Background: an optimization exercise with open tools, aiming at small area. Do not read the settings as production practice.
In this exercise RTL edits were held to simulation tests only and were not proved equivalent to the original.
Power is estimated from default activity; no workload was simulated.

==> flow/design.v <==
module edge_detector_s
(
  input clock, reset, din,
  output rising_confirma
);
  localparam [16:0] S1300 = 17'b11101100010001000;   
  reg        m;
  reg        s0;
  reg [16:1] sh;
  reg        rdy;
  wire [16:0] s = {sh, s0};
  wire zero15 = (s[15:0] == 16'd0);
  wire fb     = s[16] ^ s[13] ^ zero15;
  wire last   = s[16] && zero15;                     
  wire rearm  = !din && rdy;
  always @(posedge clock or posedge reset)
    if (reset) begin
      m  <= 1'b0;
      s0 <= 1'b0;
    end else begin
      m  <= m ? !rearm : s0;
      s0 <= m ? (!rearm && fb) : (!s0 && din);
    end
  always @(posedge clock) begin
    sh  <= m ? s[15:0] : 16'd0;
    rdy <= m && ((s == S1300) || (rdy && !last));
  end
  assign rising_confirma = !m && s0;
endmodule
module dspl_drv_NexysA7
(
  input clock, reset,
  input [2:0] code,           
  output reg [2:0] nxt,       
  output reg [7:0] an,
  output reg [7:0] dec_ddp
);
  localparam [9:0] PH_RESET = 10'b1111100000, PH_ADV = 10'b0000111000;
  reg [9:0] ph;
  reg       shown;
  reg [2:0] pend, sel;
  wire adv = (ph == PH_ADV);
  always @(posedge clock or posedge reset)
    if (reset) begin
      ph    <= PH_RESET;
      nxt   <= 3'd0;
      shown <= 1'b0;
    end else begin
      ph <= {ph[8:0], (ph[9] ^ ph[2]) | adv};
      if (adv) begin
        nxt   <= nxt + 3'd1;
        shown <= 1'b1;
      end
    end
  always @(posedge clock) begin
    pend <= code;
    if (adv) sel <= pend;
  end
  wire [2:0] cur = nxt - 3'd1;    
  localparam [6:0] G_0 = 7'b0000001, G_1 = 7'b1001111, G_2 = 7'b0010010, G_3 = 7'b0000110,
                   G_4 = 7'b1001100, G_J = 7'b1000111, G_S = 7'b0100100, G_E = 7'b0110000,
                   G_T = 7'b0001111, G_U = 7'b1000001, G_P = 7'b0011000, G_B = 7'b1100000,
                   G_C = 7'b0110001, G_L = 7'b1110001, G_Y = 7'b1000100, G_G = 7'b0100001,
                   G_SP = 7'b1111111, G_DASH = 7'b1111110;
  reg [6:0] seg;
  always @* begin
    if (cur == 3'd7 || cur == 3'd2)
      case (sel)
        3'd0: seg = G_0;
        3'd1: seg = G_1;
        3'd2: seg = G_2;
        3'd3: seg = G_3;
        3'd4: seg = G_4;
        3'd5: seg = G_DASH;
        3'd6: seg = (cur == 3'd7) ? G_B : G_E;
        default: seg = (cur == 3'd7) ? G_J : G_T;
      endcase
    else if (sel == 3'd5) seg = G_DASH;
    else
      case (cur)
        3'd0: case (sel) 3'd0, 3'd1: seg = G_P; 3'd2, 3'd3: seg = G_S; 3'd4: seg = G_C; default: seg = G_E; endcase
        3'd1: case (sel) 3'd0, 3'd1: seg = G_U; 3'd2, 3'd3: seg = G_S; 3'd4: seg = G_SP; default: seg = G_Y; endcase
        3'd3: case (sel) 3'd0, 3'd1: seg = G_E; 3'd2, 3'd3: seg = G_U; 3'd4: seg = G_SP; default: seg = G_S; endcase
        3'd4: case (sel) 3'd0, 3'd1: seg = G_S; 3'd2, 3'd3: seg = G_G; 3'd4: seg = G_SP; default: seg = G_L; endcase
        3'd5: case (sel) 3'd4: seg = G_B; 3'd6, 3'd7: seg = G_L; default: seg = G_SP; endcase
        default: case (sel) 3'd0, 3'd2: seg = G_1; 3'd1, 3'd3: seg = G_2; 3'd4: seg = G_SP; default: seg = G_U; endcase
      endcase
  end
  always @* begin
    an = 8'hFF;
    if (shown) an[cur] = 1'b0;
    dec_ddp = shown ? {seg, 1'b1} : 8'b00000010;
  end
endmodule
module BullsAndCows (
    input clock,
    input reset,
    input confirma_rising,
    input [15:0] SW,
    input [2:0] nxt,             
    output [15:0] led,
    output reg [2:0] code        
);
localparam [3:0] S1  = 4'd0,   
                 S2  = 4'd1,   
                 G   = 4'd2,   
                 WIN = 4'd3,
                 CK1 = 4'd4,   
                 CK2 = 4'd5,
                 CKG = 4'd6,
                 R0  = 4'd8,   
                 R1  = 4'd9,
                 R2  = 4'd10,
                 R3  = 4'd11,
                 R4  = 4'd12;
assign led = 16'b0;
reg [3:0]  st;
reg        p;         
reg [15:0] sec1, sec2, g;
wire cr = confirma_rising;
wire is_diff = (g[3:0]  != g[7:4])  && (g[3:0]  != g[11:8]) && (g[3:0] != g[15:12]) &&
               (g[7:4]  != g[11:8]) && (g[7:4]  != g[15:12]) &&
               (g[11:8] != g[15:12]);
wire [15:0] sec = p ? sec1 : sec2;
wire [3:0] eq = {g[3:0] == sec[15:12], g[3:0] == sec[11:8],
                 g[3:0] == sec[7:4],   g[3:0] == sec[3:0]};
wire bull = eq[~st[1:0]];
wire cow  = !bull && (eq != 4'd0);
wire inR    = st[3];
wire load   = (st == S1) || (st == S2) || (st == G);
wire allbull = g[0] && g[4] && g[8] && g[12];
always @(posedge clock or posedge reset)
    if (reset) st <= S1;
    else case (st)
        S1:  if (cr) st <= CK1;
        S2:  if (cr) st <= CK2;
        G:   if (cr) st <= CKG;
        CK1: st <= is_diff ? S2 : S1;
        CK2: st <= is_diff ? G  : S2;
        CKG: st <= is_diff ? R0 : G;
        R0:  st <= R1;
        R1:  st <= R2;
        R2:  st <= R3;
        R3:  st <= R4;
        R4:  if (cr) st <= allbull ? WIN : G;
        WIN: if (cr) st <= S1;
        default: st <= S1;
    endcase
always @(posedge clock) begin
    if (st == CK2) p <= 1'b0;
    else if (st == R4 && cr) p <= !p;
    if (st == S1) sec1 <= SW;
    if (st == S2) sec2 <= SW;
    if (load) g <= SW;
    else begin
        g <= {g[11:0], g[15:12]};
        if (inR && !st[2]) g[5:4] <= {cow, bull};
    end
end
wire [3:0] done = {st[2] | (st[1] & st[0]), st[2] | st[1], st[2] | st[1] | st[0], st[2]} & {4{inR}};
wire [3:0] cnt_bits = (nxt == 3'd7) ? {g[12], g[8], g[4], g[0]} : {g[13], g[9], g[5], g[1]};
wire [3:0] cb = cnt_bits & {done[3], done[2], done[1], done[0]};
wire [2:0] count = cb[0] + cb[1] + cb[2] + cb[3];
wire cpos = (nxt == 3'd7) || (nxt == 3'd2);
always @* begin
    if (inR)                 code = cpos ? count : 3'd4;
    else if (st[2])          code = 3'd5;
    else case (st[1:0])
        2'd3:    code = 3'd6;                                         
        2'd2:    code = (nxt == 3'd7) ? 3'd7 : cpos ? 3'd6 : {2'b01, p};  
        default: code = cpos ? 3'd7 : {2'b00, st[0]};                 
    endcase
end
endmodule
module top_nexys_a7 (
    input clock,
    input reset,
    input confirma,
    input logic[15:0] SW,
    output logic[15:0] LED,
    output logic [7:0] AN,
    output logic [7:0] DIGIT
);
logic confirma_rising;
logic [2:0] code;
logic [2:0] nxt;
dspl_drv_NexysA7 display(
    .clock(clock),
    .reset(reset),
    .code(code),
    .nxt(nxt),
    .an(AN),
    .dec_ddp(DIGIT)
);
BullsAndCows game(
    .clock(clock),
    .reset(reset),
    .confirma_rising(confirma_rising),
    .SW(SW),
    .nxt(nxt),
    .led(LED),
    .code(code)
);
edge_detector_s borda(
    .clock(clock),
    .reset(reset),
    .din(confirma),
    .rising_confirma(confirma_rising)
);
endmodule
clock: 10.0 ns
lec_check: 0
cap_margin: 20
core_margin: 2
core_utilization: 40
cts_buf_list: sky130_fd_sc_hd__clkbuf_8
slew_margin: 20
standard.sh (not shown) runs the stock make flow with config.mk's settings and CLKGATE_MAP_FILE= SYNTH_SCRIPT=/design/flow/synth_recipe.tcl, a recipe that flattens the netlist after the stock synthesis.
==> flow/flow/run.sh <==
#!/bin/bash
# The standard layout (standard.sh), with three changes: ports are buffered
# with the smallest buffer, clock tree synthesis inserts no dummy loads, and
# the single constant driver of LED is not split into one tie cell per port.
set -euo pipefail
export BUFFER_PORTS_ARGS="-buffer_cell sky130_fd_sc_hd__buf_1"
export CTS_ARGS="-sink_clustering_enable -repair_clock_nets -buf_list sky130_fd_sc_hd__clkbuf_8 -dont_use_dummy_load"
export SKIP_REPAIR_TIE_FANOUT=1
bash standard.sh > standard.log 2>&1
==> next run, changes <==
--- a/flow/design.v
+++ b/flow/design.v
@@ -36,11 +36,11 @@
   output reg [7:0] dec_ddp
 );
   localparam [9:0] PH_RESET = 10'b1111100000, PH_ADV = 10'b0000111000;
   reg [9:0] ph;
   reg       shown;
-  reg [2:0] pend, sel;
+  reg [2:0] sel;
   wire adv = (ph == PH_ADV);
   always @(posedge clock or posedge reset)
     if (reset) begin
       ph    <= PH_RESET;
       nxt   <= 3'd0;
@@ -50,14 +50,12 @@
       if (adv) begin
         nxt   <= nxt + 3'd1;
         shown <= 1'b1;
       end
     end
-  always @(posedge clock) begin
-    pend <= code;
-    if (adv) sel <= pend;
-  end
+  always @(posedge clock)
+    if (adv) sel <= code;
   wire [2:0] cur = nxt - 3'd1;    
   localparam [6:0] G_0 = 7'b0000001, G_1 = 7'b1001111, G_2 = 7'b0010010, G_3 = 7'b0000110,
                    G_4 = 7'b1001100, G_J = 7'b1000111, G_S = 7'b0100100, G_E = 7'b0110000,
                    G_T = 7'b0001111, G_U = 7'b1000001, G_P = 7'b0011000, G_B = 7'b1100000,
                    G_C = 7'b0110001, G_L = 7'b1110001, G_Y = 7'b1000100, G_G = 7'b0100001,
@@ -115,21 +113,23 @@
                  R4  = 4'd12;
 assign led = 16'b0;
 reg [3:0]  st;
 reg        p;         
 reg [15:0] sec1, sec2, g;
-wire cr = confirma_rising;
+reg crd;       
+always @(posedge clock) crd <= confirma_rising;
+wire cr = crd;
 wire is_diff = (g[3:0]  != g[7:4])  && (g[3:0]  != g[11:8]) && (g[3:0] != g[15:12]) &&
                (g[7:4]  != g[11:8]) && (g[7:4]  != g[15:12]) &&
                (g[11:8] != g[15:12]);
 wire [15:0] sec = p ? sec1 : sec2;
-wire [3:0] eq = {g[3:0] == sec[15:12], g[3:0] == sec[11:8],
-                 g[3:0] == sec[7:4],   g[3:0] == sec[3:0]};
+wire [3:0] eq = {g[7:4] == sec[15:12], g[7:4] == sec[11:8],
+                 g[7:4] == sec[7:4],   g[7:4] == sec[3:0]};
 wire bull = eq[~st[1:0]];
 wire cow  = !bull && (eq != 4'd0);
 wire inR    = st[3];
-wire load   = (st == S1) || (st == S2) || (st == G);
+wire load   = ((st == S1) || (st == S2) || (st == G)) && !cr;
 wire allbull = g[0] && g[4] && g[8] && g[12];
 always @(posedge clock or posedge reset)
     if (reset) st <= S1;
     else case (st)
         S1:  if (cr) st <= CK1;
@@ -147,19 +147,19 @@
         default: st <= S1;
     endcase
 always @(posedge clock) begin
     if (st == CK2) p <= 1'b0;
     else if (st == R4 && cr) p <= !p;
-    if (st == S1) sec1 <= SW;
-    if (st == S2) sec2 <= SW;
+    if (st == S1 && !cr) sec1 <= SW;
+    if (st == S2 && !cr) sec2 <= SW;
     if (load) g <= SW;
     else begin
         g <= {g[11:0], g[15:12]};
-        if (inR && !st[2]) g[5:4] <= {cow, bull};
+        if (inR && !st[2]) g[9:8] <= {cow, bull};
     end
 end
-wire [3:0] done = {st[2] | (st[1] & st[0]), st[2] | st[1], st[2] | st[1] | st[0], st[2]} & {4{inR}};
+wire [3:0] done = {st[2] | st[1], st[2] | st[1] | st[0], st[2], st[2] | (st[1] & st[0])} & {4{inR}};
 wire [3:0] cnt_bits = (nxt == 3'd7) ? {g[12], g[8], g[4], g[0]} : {g[13], g[9], g[5], g[1]};
 wire [3:0] cb = cnt_bits & {done[3], done[2], done[1], done[0]};
 wire [2:0] count = cb[0] + cb[1] + cb[2] + cb[3];
 wire cpos = (nxt == 3'd7) || (nxt == 3'd2);
 always @* begin
Result:
- The changed run passed the timing, design-rule and antenna checks
- power came out lower by a few percent
- via count came out lower slightly
- worst setup slack gains 0.099 ns
- count of clock-buffer cells in the layout stays the same
- final cell count is unchanged

==> what the ideal ports hide <==
The results above use ideal ports. As a check the final layouts listed here were re-extracted and re-timed, cells and wires unchanged.
Step 1 assumes that a clkbuf_16 drives the clock port and a buf_2 every other input.
Step 2, shift: input delay + t, output delay - t, t = (earliest + latest rising clock arrival at the registers) / 2. This alone moves slack from input paths to output paths.
Slacks: ideal ports / drivers / drivers and shift; pairs: ideal ports / drivers.
run	t, ns	setup slack, ns	pins driven straight from the clock port
the first run	0.380	4.795 / 4.764 / 5.143	1
the second run	0.375	4.894 / 4.862 / 5.237	1
After both steps setup and hold are still met in every run listed.
